This design comes from an exercise in tuning for small area, a short achievable clock period and few clock cycles on the open sky130 flow, not from production work.
At most, simulation tests tie the RTL to the original design; equivalence was not proved.
Power figures rest on the tool's default switching activity, not on a simulated workload.

Design FAdd, start of the top module:
module FAdd(
    input rst,
    input clk,
    input  [31:0]               a,
    input  [31:0]               b,
    output reg [31:0]           c,
    output reg [2:0]            state
);
For scale: roughly 1700 cells after synthesis, ~41 flip-flops, about 100 I/O pins.
export LEC_CHECK = 0
export ABC_AREA = 1
export CAP_MARGIN = 20
export CORE_MARGIN = 2
export CORE_UTILIZATION = 40
export SETUP_SLACK_MARGIN = 2.2
export SLEW_MARGIN = 20
create_clock -name core_clock -period 10.0 [get_ports {clk}]
standard.sh (not shown) runs the stock make flow with config.mk's settings and CLKGATE_MAP_FILE= SYNTH_SCRIPT=/design/flow/synth_recipe.tcl, a recipe that flattens the netlist after the stock synthesis.
==> flow/flow/run.sh <==
#!/bin/bash
# Standard layout, but with a faster cell for the port buffers that
# buffer_ports inserts (every input and output still gets its own buffer).
set -euo pipefail
export BUFFER_PORTS_ARGS="-buffer_cell sky130_fd_sc_hd__buf_2"
bash standard.sh > standard.log 2>&1
Testbench counts at the start, summed over its fixed seeds: cycles 24,000.
Then changed:
==> flow/flow/run.sh (replaced) <==
#!/bin/bash
# Layout flow: the standard flow (standard.sh) with two changes.
#  1. Synthesis is the standard synthesis script, except that ABC maps
#     the logic with flow/map.abc instead of ORFS's abc_area.script.  All
#     other synthesis steps, and so every register, are unchanged.
#  2. buffer_ports uses sky130_fd_sc_hd__buf_2 for the port buffers (every
#     input and output still gets its own buffer).
set -euo pipefail
W=$(pwd)
cat > "$W/my_synth.tcl" <<EOT
proc abc {args} {
  set i [lsearch -exact \$args -script]
  if {\$i >= 0} { lset args [expr {\$i+1}] $W/flow/map.abc }
  yosys abc {*}\$args
}
source $W/synth_recipe.tcl
EOT
sed "s#SYNTH_SCRIPT=[^ ]*#SYNTH_SCRIPT=$W/my_synth.tcl#" standard.sh > my_standard.sh
grep -q "SYNTH_SCRIPT=$W/my_synth.tcl" my_standard.sh
export BUFFER_PORTS_ARGS="-buffer_cell sky130_fd_sc_hd__buf_2"
bash my_standard.sh > standard.log 2>&1
==> flow/flow/map.abc (new file) <==
strash
dch
map -D 4000
topo
stime -c
buffer -c
upsize -c
dnsize -c
SETUP_SLACK_MARGIN = 1.5   (was 2.2)
Wire length is lower by 12%. Non-clock buffer count falls by 12. Via count fell by 8.3%. Power decreases by 13%.
Then changed:
==> flow/flow/run.sh (replaced) <==
#!/bin/bash
# Standard layout, but with a faster cell for the port buffers that
# buffer_ports inserts (every input and output still gets its own buffer).
set -euo pipefail
export BUFFER_PORTS_ARGS="-buffer_cell sky130_fd_sc_hd__buf_2"
bash standard.sh > standard.log 2>&1
removed: flow/flow/map.abc
The new run finished with timing, DRC and antenna clean; total power is higher by 7.9%; clock power climbs by about 10%; critical path depth is lower by 12; count of clock-buffer cells in the layout is unchanged; design area went up by 1.8%; maximum frequency grows by 5.3%; register-to-register slack is about the same; final cell count climbs by 9.2%; die area is higher by 6.7%; synthesized area increases by 6.9%; utilization drops by 2.5 points.
Then changed:
SETUP_SLACK_MARGIN = 1.0   (was 1.5)
The changed run produced a clean layout. Sequential power hardly moves. Synthesized area does not change. Core utilization went down by 1.1 points. Wire length went down slightly. Sequential cell count does not change. Clock power barely changes. Cell area went down by a few percent. Global-route usage stays flat. Hold slack gets worse by 0.0035 ns. Die area is unchanged.
Then changed:
==> flow/run.sh (new file) <==
#!/bin/bash
# synth_recipe.tcl (not shown) runs the flow's synth.tcl, then flattens the netlist and writes it again
# the make line also repeats each setting of config.mk as NAME=value (left out here)
make -C /OpenROAD-flow-scripts/flow DESIGN_CONFIG=/design/flow/config.mk WORK_HOME=/design/flow/orfs CLKGATE_MAP_FILE= SYNTH_SCRIPT=/design/flow/synth_recipe.tcl finish
SETUP_SLACK_MARGIN = 1.5   (was 1.0)
removed: flow/flow/run.sh
removed: flow/standard.sh
Result: The changed run completed with no timing, DRC or antenna violations; wire length came out higher by about 7%; fmax increases by 4.7%; synthesized area does not change; setup slack improves by 0.38 ns; global-route usage goes up by 1.7 points; synthesized cell count does not change; clock-buffer cell count stays the same.

Another version of the RTL of FAdd (not shown whole).
Size in the first run: roughly 100 I/O pins, ~11,000 sq um of cells after synthesis.
Settings: LEC_CHECK=0, ABC_AREA=0, CAP_MARGIN=20, CORE_MARGIN=2, CORE_UTILIZATION=40, SETUP_SLACK_MARGIN=1.5, SLEW_MARGIN=20; clock period 10.0 ns.
==> flow/flow/run.sh <==
#!/bin/bash
# Standard layout, but with a faster cell for the port buffers that
# buffer_ports inserts (every input and output still gets its own buffer).
set -euo pipefail
export BUFFER_PORTS_ARGS="-buffer_cell sky130_fd_sc_hd__buf_2"
bash standard.sh > standard.log 2>&1
The first run finished clean.
Testbench counts at the start, summed over its fixed seeds: cycles 24,000.
==> next run, changes <==
--- a/flow/config.mk
+++ b/flow/config.mk
@@ -8 +8 @@
-export ABC_AREA = 0
+export ABC_AREA = 1
Result:
- The changed run finished clean
- utilization went down by 1.8 points
- sequential share of layout area went up by 1.1 points
- area after synthesis went down by a few percent
- clock-buffer cell count went down by 2
- final cell count went up by roughly a tenth
- die area went down by a few percent
- power went down by about a fifth
- routed wire length went down by a few percent
- clock power barely changes
- maximum frequency went up by a few percent
- final area went down by roughly a tenth
==> next run, changes <==
--- a/flow/config.mk
+++ b/flow/config.mk
@@ -12 +12 @@
-export SETUP_SLACK_MARGIN = 1.5
+export SETUP_SLACK_MARGIN = 2.5
Sequential share of layout area goes down by 1.3 points. Worst setup slack improves by 530 ps. Critical path depth went down by 2. Routed wire length increases by 9.6%. Clock skew hardly moves. Hold slack gains 3.5 ps. Cell area climbs by 13%. Global-route usage went up by 1.1 points. Total power went up by 12%. Via count went up by 7.4%.
==> next run, changes <==
==> flow/flow/run.sh (replaced) <==
#!/bin/bash
# Layout flow: the standard flow (standard.sh) with two changes.
#  1. Synthesis is the standard synthesis script, except that ABC maps
#     the logic with flow/map.abc instead of ORFS's abc_area.script.  All
#     other synthesis steps, and so every register, are unchanged.
#  2. buffer_ports uses sky130_fd_sc_hd__buf_2 for the port buffers (every
#     input and output still gets its own buffer).
set -euo pipefail
W=$(pwd)
cat > "$W/my_synth.tcl" <<EOT
proc abc {args} {
  set i [lsearch -exact \$args -script]
  if {\$i >= 0} { lset args [expr {\$i+1}] $W/flow/map.abc }
  yosys abc {*}\$args
}
source $W/synth_recipe.tcl
EOT
sed "s#SYNTH_SCRIPT=[^ ]*#SYNTH_SCRIPT=$W/my_synth.tcl#" standard.sh > my_standard.sh
grep -q "SYNTH_SCRIPT=$W/my_synth.tcl" my_standard.sh
export BUFFER_PORTS_ARGS="-buffer_cell sky130_fd_sc_hd__buf_1"
bash my_standard.sh > standard.log 2>&1
==> flow/flow/map.abc (new file) <==
strash
dch
amap
topo
stime -c
buffer -c
upsize -c
dnsize -c
--- a/flow/config.mk
+++ b/flow/config.mk
@@ -12 +12 @@
-export SETUP_SLACK_MARGIN = 2.5
+export SETUP_SLACK_MARGIN = 1.0
Effect:
- routed wire length went down by 28%
- count of clock-buffer cells in the layout grows by 1
- first-iteration DRC count falls by 21%
- power is lower by 24%
- worst hold slack improves by 23 ps
- final cell count decreases by 29%
- fmax falls by 14%
- utilization came out lower by 3.9 points
- setup slack loses 1200 ps
- area after synthesis decreases by about 17%
==> next run, changes <==
--- a/flow/flow/run.sh
+++ b/flow/flow/run.sh
@@ -20 +20 @@
-export BUFFER_PORTS_ARGS="-buffer_cell sky130_fd_sc_hd__buf_1"
+export BUFFER_PORTS_ARGS="-buffer_cell sky130_fd_sc_hd__buf_2"
Core utilization is higher by 0.15 points.
Power falls slightly.
Synthesized cell count does not change.
Critical path depth fell by 2.

Another version of the RTL of FAdd (not shown whole).
Size in the first run: about 39 flip-flops, ~0.0081 mm² of cells after synthesis.
export LEC_CHECK = 0
export ABC_AREA = 1
export CAP_MARGIN = 20
export CORE_MARGIN = 2
export CORE_UTILIZATION = 40
export CTS_BUF_LIST = sky130_fd_sc_hd__clkbuf_8
export SETUP_SLACK_MARGIN = 2.0
export SLEW_MARGIN = 20
create_clock -name core_clock -period 10.0 [get_ports {clk}]
==> flow/flow/run.sh <==
#!/bin/bash
# Layout flow: the standard flow (standard.sh) with two changes.
#  1. Synthesis is the standard synthesis script, except that ABC maps
#     the logic with flow/map.abc instead of ORFS's abc_area.script.  All
#     other synthesis steps, and so every register, are unchanged.
#  2. buffer_ports uses sky130_fd_sc_hd__buf_2 for the port buffers (every
#     input and output still gets its own buffer).
set -euo pipefail
W=$(pwd)
cat > "$W/my_synth.tcl" <<EOT
proc abc {args} {
  set i [lsearch -exact \$args -script]
  if {\$i >= 0} { lset args [expr {\$i+1}] $W/flow/map.abc }
  yosys abc {*}\$args
}
source $W/synth_recipe.tcl
EOT
sed "s#SYNTH_SCRIPT=[^ ]*#SYNTH_SCRIPT=$W/my_synth.tcl#" standard.sh > my_standard.sh
grep -q "SYNTH_SCRIPT=$W/my_synth.tcl" my_standard.sh
export BUFFER_PORTS_ARGS="-buffer_cell sky130_fd_sc_hd__buf_2"
bash my_standard.sh > standard.log 2>&1
==> flow/flow/map.abc <==
&get -n
&st
&dch
&nf -R 1000
&put
topo
stime -c
buffer -c
upsize -c
dnsize -c
Testbench counts at the start, summed over its fixed seeds: cycles 24,000.
==> next run, changes <==
--- a/flow/flow/run.sh
+++ b/flow/flow/run.sh
@@ -7,0 +8,2 @@
+#  3. ORFS's power recovery (RECOVER_POWER) runs after global routing: it
+#     downsizes gates on paths that have slack to spare.
@@ -20,0 +23 @@
+export RECOVER_POWER=100
Settings changed: CORE_UTILIZATION 40 to 30, SETUP_SLACK_MARGIN 2.0 to 1.5.
Effect: With this change the flow produced a layout that fails on capacitance limit, slew limit; die area rose by 32%; worst setup slack gets worse by 0.88 ns; cell count goes up by 3.1%; sequential share of layout area went up by 0.73 points; area after synthesis is unchanged; power shrinks by 5.6%.
==> next run, changes <==
--- a/flow/flow/run.sh
+++ b/flow/flow/run.sh
@@ -8,2 +7,0 @@
-#  3. ORFS's power recovery (RECOVER_POWER) runs after global routing: it
-#     downsizes gates on paths that have slack to spare.
@@ -23 +20,0 @@
-export RECOVER_POWER=100
Settings changed: SETUP_SLACK_MARGIN 1.5 to 2.0.
Effect:
- With this change the flow finished with timing, DRC and antenna clean
- setup slack improved by 1.0 ns
- cell area rises by a few percent
- final cell count barely changes
- wire length went up slightly
- global-route usage barely changes
- total power grows by a few percent
==> next run, changes <==
Settings changed: CORE_UTILIZATION 30 to 35.
The changed run produced a clean layout.
Clock skew barely changes.
Setup slack is worse by 0.18 ns.
Global-route usage is higher by 3.9 points.
Final area is higher by 6.1%.
Cell count is lower by 1.3%.
Sequential share of layout area is lower by 0.71 points.
==> next run, changes <==
Settings changed: CORE_UTILIZATION 35 to 25.
Worst setup slack is better by 0.11 ns. Synthesized cell count stays the same. Power decreases by about 7.5%. Count of clock-buffer cells in the layout does not change. Combinational power decreases by about 7%. Maximum frequency increases by 1.5%. Sequential power hardly moves. Final area decreases by about 2.4%.
==> next run, changes <==
Settings changed: CORE_UTILIZATION 25 to 30, SETUP_SLACK_MARGIN 2.0 to 2.5.
Outcome: The changed run ran to the end with no violations; non-clock buffer count increases by 49; core utilization increases by 9.2 points; first-iteration DRC count decreases by 13%; via count increases by 5.1%.

## try-sierra
Another version of the RTL of FAdd (not shown whole).
Size: ~100 I/O pins, ~10,000 µm² of cells after synthesis.
Design FAdd, start of the top module:
module FAdd(
    input rst,
    input clk,
    input  [31:0]               a,
    input  [31:0]               b,
    output reg [31:0]           c,
    output reg [2:0]            state
);
export LEC_CHECK = 0
export ABC_AREA = 1
export CAP_MARGIN = 20
export CORE_MARGIN = 2
export CORE_UTILIZATION = 40
export SLEW_MARGIN = 20
create_clock -name core_clock -period 10.0 [get_ports {clk}]
run.sh (not shown) runs the stock make flow with config.mk's settings and CLKGATE_MAP_FILE= SYNTH_SCRIPT=/design/flow/synth_recipe.tcl, a recipe that flattens the netlist after the stock synthesis.
Stock flow here: none of the scripts above is used.
Here is what was changed in the inputs of try-amber compared with try-sierra.
--- a/flow/config.mk
+++ b/flow/config.mk
@@ -11,0 +12 @@
+export SETUP_SLACK_MARGIN = 3
[summary]
Re multi-input logic area: try-sierra and try-amber aren't equal, and the higher value belongs to try-amber.
| wire length | lower: try-sierra |
Delta (try-amber minus try-sierra): total placed instance area increased by 45 µm² relative to the old numbers, non-clock buffer count increased by 202 relative to the old numbers, total power increased by 900 µW relative to the old numbers, setup slack increased by 1.01 ns relative to the old numbers, peak fanout along the critical path decreased by 24 relative to the old numbers.
Density: try-amber denser than try-sierra
Against try-sierra, try-amber reports a global-route wire length before repair that is higher.
Here is what was changed in the inputs of try-pepper compared with try-amber.
--- a/flow/config.mk
+++ b/flow/config.mk
@@ -12 +12 @@
-export SETUP_SLACK_MARGIN = 3
+export SETUP_SLACK_MARGIN = 1.5
Results
- try-pepper ended up with inv_1 as its cell with the biggest individual delay on the critical path; try-amber ended up with edfxtp_1.
- Wire: try-pepper routes less than try-amber
- try-pepper does better than try-amber on cell area.
- Overall track demand over capacity in global routing was higher in the run labelled try-amber.
No functional check of the RTL was part of any run of this note.

The RTL this note starts from:
==> flow/design.v <==
module FAdd(
    input rst,
    input clk,
    input  [31:0]               a,
    input  [31:0]               b,
    output reg [31:0]           c,
    output reg [2:0]            state
);
    wire a_s = a[31];
    wire b_s = b[31];
    wire [7:0] a_e = a[30:23];
    wire [7:0] b_e = b[30:23];
    wire a_h = |a_e;
    wire b_h = |b_e;
    wire a_max = &a_e;
    wire b_max = &b_e;
    wire a_mz = ~|a[22:0];
    wire b_mz = ~|b[22:0];
    wire a_inf = a_max & a_mz;
    wire b_inf = b_max & b_mz;
    wire any_nan = (a_max & ~a_mz) | (b_max & ~b_mz) | (a_inf & b_inf & (a_s ^ b_s));
    wire swap, same;
    fa_gt #(31) u_cmp(.a(b[30:0]), .b(a[30:0]), .gt(swap), .eq(same));
    wire [7:0] ea1 = {a_e[7:1], a_e[0] | ~a_h};    
    wire [7:0] eb1 = {b_e[7:1], b_e[0] | ~b_h};
    wire [7:0] d = swap ? eb1 - ea1 : ea1 - eb1;
    wire [7:0] e_big = swap ? eb1 : ea1;
    wire s_big = swap ? b_s : a_s;
    wire [23:0] m_big = swap ? {b_h, b[22:0]} : {a_h, a[22:0]};
    wire [23:0] m_sml = swap ? {a_h, a[22:0]} : {b_h, b[22:0]};
    wire sub = a_s ^ b_s;
    wire big = |d[7:5];
    reg [25:0] t;
    reg        st;
    integer k;
    always @* begin
        t = {m_sml, 2'b00};
        st = 1'b0;
        for (k = 0; k < 5; k = k + 1)
            if (d[k]) begin
                st = st | |(t & ((26'd1 << (1 << k)) - 1));
                t = t >> (1 << k);
            end
    end
    wire [25:0] al = big ? 26'd0 : t;
    wire sticky = big ? |m_sml : st;
    wire [27:0] op_s = {1'b0, al, sticky};
    wire [27:0] sum;
    fa_add #(28) u_add(.x({1'b0, m_big, 3'b000}), .y(op_s ^ {28{sub}}), .ci(sub), .s(sum));
    reg first_n;               
    reg [27:0] r_sum;
    reg [7:0]  r_e;
    reg        r_s;
    reg        r_nan;
    always @(posedge clk) begin
        first_n <= rst;
        if (!first_n) begin
            r_sum <= sum;
            r_e   <= e_big;
            r_s   <= s_big & ~(sub & same);    
            r_nan <= any_nan;
        end
    end
    reg [27:0] lim;
    integer i;
    always @* begin
        for (i = 0; i < 28; i = i + 1)
            lim[i] = (r_e == 27 - i);
    end
    wire [27:0] lz_in = r_sum | lim;
    wire [4:0] lz;
    fa_lzc u_lzc(.x({lz_in, 4'b0000}), .n(lz), .zero());
    reg [27:0] n;
    integer j;
    always @* begin
        n = r_sum;
        for (j = 4; j >= 0; j = j - 1)
            if (lz[j]) n = n << (1 << j);
    end
    wire [7:0] ex = {8{n[27]}} & (r_e + 8'd1 - {3'b0, lz});
    wire rnd = n[3] & (n[2] | n[1] | n[0] | n[4]);
    wire [30:0] pk;
    fa_inc #(31) u_inc(.x({ex, n[26:4]}), .ci(rnd), .s(pk));
    wire ovf = (r_e == 8'd254) & r_sum[27];
    always @* begin
        state = {3{first_n}};
        if (r_nan)
            c = 32'h7f800001;
        else if (&r_e | ovf)         
            c = {r_s, 8'hff, 23'd0};
        else
            c = {r_s, pk};
    end
endmodule
module fa_add #(parameter N = 28) (
    input  [N-1:0] x,
    input  [N-1:0] y,
    input          ci,
    output [N-1:0] s
);
    localparam M = N + 1;
    reg [M-1:0] g, p, gn, pn;
    integer l, i;
    always @* begin
        g = {x & y, ci};
        p = {x ^ y, 1'b0};
        for (l = 1; l < M; l = l * 2) begin
            gn = g; pn = p;
            for (i = 0; i < M; i = i + 1)
                if ((i / l) % 2 == 1) begin
                    gn[i] = g[i] | (p[i] & g[(i/l)*l - 1]);
                    pn[i] = p[i] & p[(i/l)*l - 1];
                end
            g = gn; p = pn;
        end
    end
    assign s = x ^ y ^ g[M-2:0];
endmodule
module fa_inc #(parameter N = 31) (
    input  [N-1:0] x,
    input          ci,
    output [N-1:0] s
);
    reg [N-1:0] p, pn;
    integer l, i;
    always @* begin
        p = x;
        for (l = 1; l < N; l = l * 2) begin
            pn = p;
            for (i = 0; i < N; i = i + 1)
                if ((i / l) % 2 == 1) pn[i] = p[i] & p[(i/l)*l - 1];
            p = pn;
        end
    end
    assign s = x ^ ({p[N-2:0], 1'b1} & {N{ci}});
endmodule
module fa_gt #(parameter N = 31) (
    input  [N-1:0] a,
    input  [N-1:0] b,
    output         gt,
    output         eq
);
    reg [N-1:0] g, e, gn, en;
    integer l, i;
    always @* begin
        g = a & ~b;
        e = ~(a ^ b);
        for (l = 1; l < N; l = l * 2) begin
            gn = g; en = e;
            for (i = 0; i < N; i = i + 1)
                if ((i / l) % 2 == 1) begin
                    gn[i] = g[i] | (e[i] & g[(i/l)*l - 1]);
                    en[i] = e[i] & e[(i/l)*l - 1];
                end
            g = gn; e = en;
        end
    end
    assign gt = g[N-1];
    assign eq = e[N-1];
endmodule
module fa_lzc (
    input  [31:0] x,
    output [4:0]  n,
    output        zero
);
    reg [15:0] z0;  reg [15:0] c0;       
    reg [7:0]  z1;  reg [15:0] c1;       
    reg [3:0]  z2;  reg [11:0] c2;       
    reg [1:0]  z3;  reg [7:0]  c3;       
    integer i;
    always @* begin
        for (i = 0; i < 16; i = i + 1) begin
            z0[i] = ~x[2*i+1] & ~x[2*i];
            c0[i] = ~x[2*i+1];
        end
        for (i = 0; i < 8; i = i + 1) begin
            z1[i] = z0[2*i+1] & z0[2*i];
            c1[2*i +: 2] = z0[2*i+1] ? {1'b1, c0[2*i]} : {1'b0, c0[2*i+1]};
        end
        for (i = 0; i < 4; i = i + 1) begin
            z2[i] = z1[2*i+1] & z1[2*i];
            c2[3*i +: 3] = z1[2*i+1] ? {1'b1, c1[2*(2*i) +: 2]} : {1'b0, c1[2*(2*i+1) +: 2]};
        end
        for (i = 0; i < 2; i = i + 1) begin
            z3[i] = z2[2*i+1] & z2[2*i];
            c3[4*i +: 4] = z2[2*i+1] ? {1'b1, c2[3*(2*i) +: 3]} : {1'b0, c2[3*(2*i+1) +: 3]};
        end
    end
    assign n = z3[1] ? {1'b1, c3[3:0]} : {1'b0, c3[7:4]};
    assign zero = z3[1] & z3[0];
endmodule
==> flow/config.mk <==
export PLATFORM = sky130hd
export DESIGN_NAME = FAdd
export DESIGN_NICKNAME = FAdd
export VERILOG_FILES = /design/flow/design.v
export SDC_FILE = /design/flow/constraint.sdc
export NUM_CORES = 4
export LEC_CHECK = 0
export ABC_AREA = 1
export CAP_MARGIN = 20
export CORE_MARGIN = 2
export CORE_UTILIZATION = 30
export CTS_BUF_LIST = sky130_fd_sc_hd__clkbuf_8
export SETUP_SLACK_MARGIN = 2.0
export SLEW_MARGIN = 20
==> flow/constraint.sdc <==
create_clock -name core_clock -period 10.0 [get_ports {clk}]
set_input_delay 2.0000 -clock core_clock [delete_from_list [all_inputs] [get_ports {clk}]]
set_output_delay 2.0000 -clock core_clock [all_outputs]
set_load 0.01 [all_outputs]
standard.sh (not shown) runs the stock make flow with config.mk's settings and CLKGATE_MAP_FILE= SYNTH_SCRIPT=/design/flow/synth_recipe.tcl, a recipe that flattens the netlist after the stock synthesis.
==> flow/flow/run.sh <==
#!/bin/bash
# Layout flow: the standard flow (standard.sh) with two changes.
#  1. Synthesis is the standard synthesis script, except that ABC maps
#     the logic with flow/map.abc instead of ORFS's abc_area.script.  All
#     other synthesis steps, and so every register, are unchanged.
#  2. buffer_ports uses sky130_fd_sc_hd__buf_1 for the port buffers (every
#     input and output still gets its own buffer).
set -euo pipefail
W=$(pwd)
cat > "$W/my_synth.tcl" <<EOT
proc abc {args} {
  set i [lsearch -exact \$args -script]
  if {\$i >= 0} { lset args [expr {\$i+1}] $W/flow/map.abc }
  yosys abc {*}\$args
}
source $W/synth_recipe.tcl
EOT
sed "s#SYNTH_SCRIPT=[^ ]*#SYNTH_SCRIPT=$W/my_synth.tcl#" standard.sh > my_standard.sh
grep -q "SYNTH_SCRIPT=$W/my_synth.tcl" my_standard.sh
export BUFFER_PORTS_ARGS="-buffer_cell sky130_fd_sc_hd__buf_1"
bash my_standard.sh > standard.log 2>&1
Scripts as last shown in full above: flow/flow/map.abc
Testbench counts at the start, summed over its fixed seeds: cycles 24,000.
Then changed:
--- a/flow/flow/run.sh
+++ b/flow/flow/run.sh
@@ -6 +6 @@
-#  2. buffer_ports uses sky130_fd_sc_hd__buf_1 for the port buffers (every
+#  2. buffer_ports uses sky130_fd_sc_hd__buf_2 for the port buffers (every
@@ -20 +20 @@
-export BUFFER_PORTS_ARGS="-buffer_cell sky130_fd_sc_hd__buf_1"
+export BUFFER_PORTS_ARGS="-buffer_cell sky130_fd_sc_hd__buf_2"
--- a/flow/config.mk
+++ b/flow/config.mk
@@ -13 +13 @@
-export SETUP_SLACK_MARGIN = 2.0
+export SETUP_SLACK_MARGIN = 1.5
What happened: Cell area goes down by 4.5%; core utilization goes down by 1.6 points; maximum frequency goes down by 3.1%; critical path depth does not change; total power goes down by 2.5%; global-route usage goes down by 0.61 points; synthesized cell count is unchanged.
Then changed:
--- a/flow/config.mk
+++ b/flow/config.mk
@@ -11 +11 @@
-export CORE_UTILIZATION = 30
+export CORE_UTILIZATION = 40
After rerunning: Die area decreases by a quarter to a third; final area hardly moves; wire length goes down slightly; via count came out higher slightly; cell count went down by a few percent; utilization went up by 11 points; synthesized area does not change; critical path depth stays the same; worst setup slack gets worse by 0.038 ns; register-to-register slack barely changes; power is about the same.
Then changed:
--- a/flow/flow/map.abc
+++ b/flow/flow/map.abc
@@ -5,0 +6,3 @@
+strash
+dch
+amap
Register-to-register slack degrades by 0.04 ns.
Clock power is higher by about 7%.
Sequential power came out lower by about 20%.
Then changed:
==> flow/flow/map.abc (replaced) <==
&get -n
&st
&dch
&nf -R 1000
&put
topo
stime -c
buffer -c
upsize -c
dnsize -c
--- a/flow/config.mk
+++ b/flow/config.mk
@@ -11,3 +11,3 @@
-export CORE_UTILIZATION = 40
-export CTS_BUF_LIST = sky130_fd_sc_hd__clkbuf_8
-export SETUP_SLACK_MARGIN = 1.5
+export CORE_UTILIZATION = 30
+export CTS_BUF_LIST = sky130_fd_sc_hd__clkbuf_4 sky130_fd_sc_hd__clkbuf_8
+export SETUP_SLACK_MARGIN = 2.0
After rerunning:
- routed wire length decreases by roughly a tenth
- sequential power climbs by a quarter to a third
- hold slack got worse by 0.015 ns
- worst setup slack improves by 0.62 ns
- combinational power rises by roughly a tenth
- area after synthesis goes up by a few percent
- critical path depth goes down by 9
- die area rose by a quarter to a third
- total power grows by about a fifth
- utilization went down by 15 points
Then changed:
==> flow/flow/map.abc (replaced) <==
&get -n
&st
&dch
&nf -R 30
&put
topo
stime -c
buffer -c
upsize -c
dnsize -c
--- a/flow/config.mk
+++ b/flow/config.mk
@@ -11,3 +11,3 @@
-export CORE_UTILIZATION = 30
-export CTS_BUF_LIST = sky130_fd_sc_hd__clkbuf_4 sky130_fd_sc_hd__clkbuf_8
-export SETUP_SLACK_MARGIN = 2.0
+export CORE_UTILIZATION = 40
+export CTS_BUF_LIST = sky130_fd_sc_hd__clkbuf_8
+export SETUP_SLACK_MARGIN = 1.5
Setup slack degrades by 0.53 ns. Sequential share of layout area is higher by 0.14 points. Final area goes down by 1.1%. Register-to-register slack gains 0.02 ns. Count of clock-buffer cells in the layout is lower by 1.

==> afterwards: timing with drivers on the ports <==
In the flow no input, the clock included, has a driving cell. The finished layouts below were timed again as built, in two steps. Step 1 (the two cells are an assumption about what drives the block):
set clk [get_ports {clk}]
set_driving_cell -lib_cell sky130_fd_sc_hd__clkbuf_16 $clk
set_driving_cell -lib_cell sky130_fd_sc_hd__buf_2 [delete_from_list [all_inputs] $clk]
Step 2, shift: input delay + t, output delay - t, t = (earliest + latest rising clock arrival at the registers) / 2. This alone moves slack from input paths to output paths. Slacks: ideal / step 1 / step 2; pairs: ideal / step 1.
run | t, ns | setup WS [ns] | worst register clock-pin slew, ns
the first run of note 1 | 0.326 | 2.189 / 2.149 / 2.232 | 0.06 / 0.06
the second run of note 1 | 0.323 | 1.543 / 1.506 / 1.567 | 0.07 / 0.07
the third run of note 1 | 0.328 | 1.969 / 1.988 / 1.660 | 0.06 / 0.06
the fourth run of note 1 | 0.326 | 1.612 / 1.629 / 1.304 | 0.06 / 0.06
the fifth run of note 1 | 0.325 | 1.989 / 1.973 / 1.680 | 0.07 / 0.07
the first run of note 2 | 0.320 | 1.744 / 1.725 / 1.446 | 0.06 / 0.06
the second run of note 2 | 0.322 | 2.174 / 2.171 / 1.874 | 0.06 / 0.06
the third run of note 2 | 0.320 | 2.705 / 2.722 / 2.403 | 0.06 / 0.06
the fourth run of note 2 | 0.320 | 1.469 / 1.430 / 1.217 | 0.06 / 0.06
the fifth run of note 2 | 0.326 | 1.502 / 1.461 / 1.246 | 0.06 / 0.06
the first run of note 3 | 0.326 | 2.226 / 2.244 / 1.918 | 0.09 / 0.09
the second run of note 3 | 0.320 | 1.346 / 1.314 / 1.188 | 0.07 / 0.07
the third run of note 3 | 0.318 | 2.372 / 2.381 / 2.063 | 0.07 / 0.07
the fourth run of note 3 | 0.316 | 2.193 / 2.199 / 1.884 | 0.08 / 0.08
the fifth run of note 3 | 0.319 | 2.306 / 2.317 / 1.998 | 0.07 / 0.07
the sixth run of note 3 | 0.317 | 2.621 / 2.630 / 2.314 | 0.08 / 0.08
try-sierra | 0.337 | 0.892 / 0.846 / 1.068 | 0.06 / 0.06
try-amber | 0.341 | 1.906 / 1.860 / 2.201 | 0.07 / 0.07
try-pepper | 0.335 | 1.900 / 1.854 / 1.648 | 0.06 / 0.06
the first run of note 5 | 0.318 | 2.252 / 2.255 / 1.938 | 0.08 / 0.08
the second run of note 5 | 0.318 | 2.001 / 2.011 / 1.693 | 0.07 / 0.07
the third run of note 5 | 0.325 | 1.963 / 1.981 / 1.656 | 0.09 / 0.09
the fourth run of note 5 | 0.329 | 1.769 / 1.736 / 1.499 | 0.09 / 0.09
the fifth run of note 5 | 0.318 | 2.388 / 2.397 / 2.080 | 0.07 / 0.07
the sixth run of note 5 | 0.312 | 1.857 / 1.863 / 1.551 | 0.07 / 0.07
The setup slack of the first run of note 5, which loses most, moves by +0.003 ns with the drivers and by -0.314 ns with both steps.
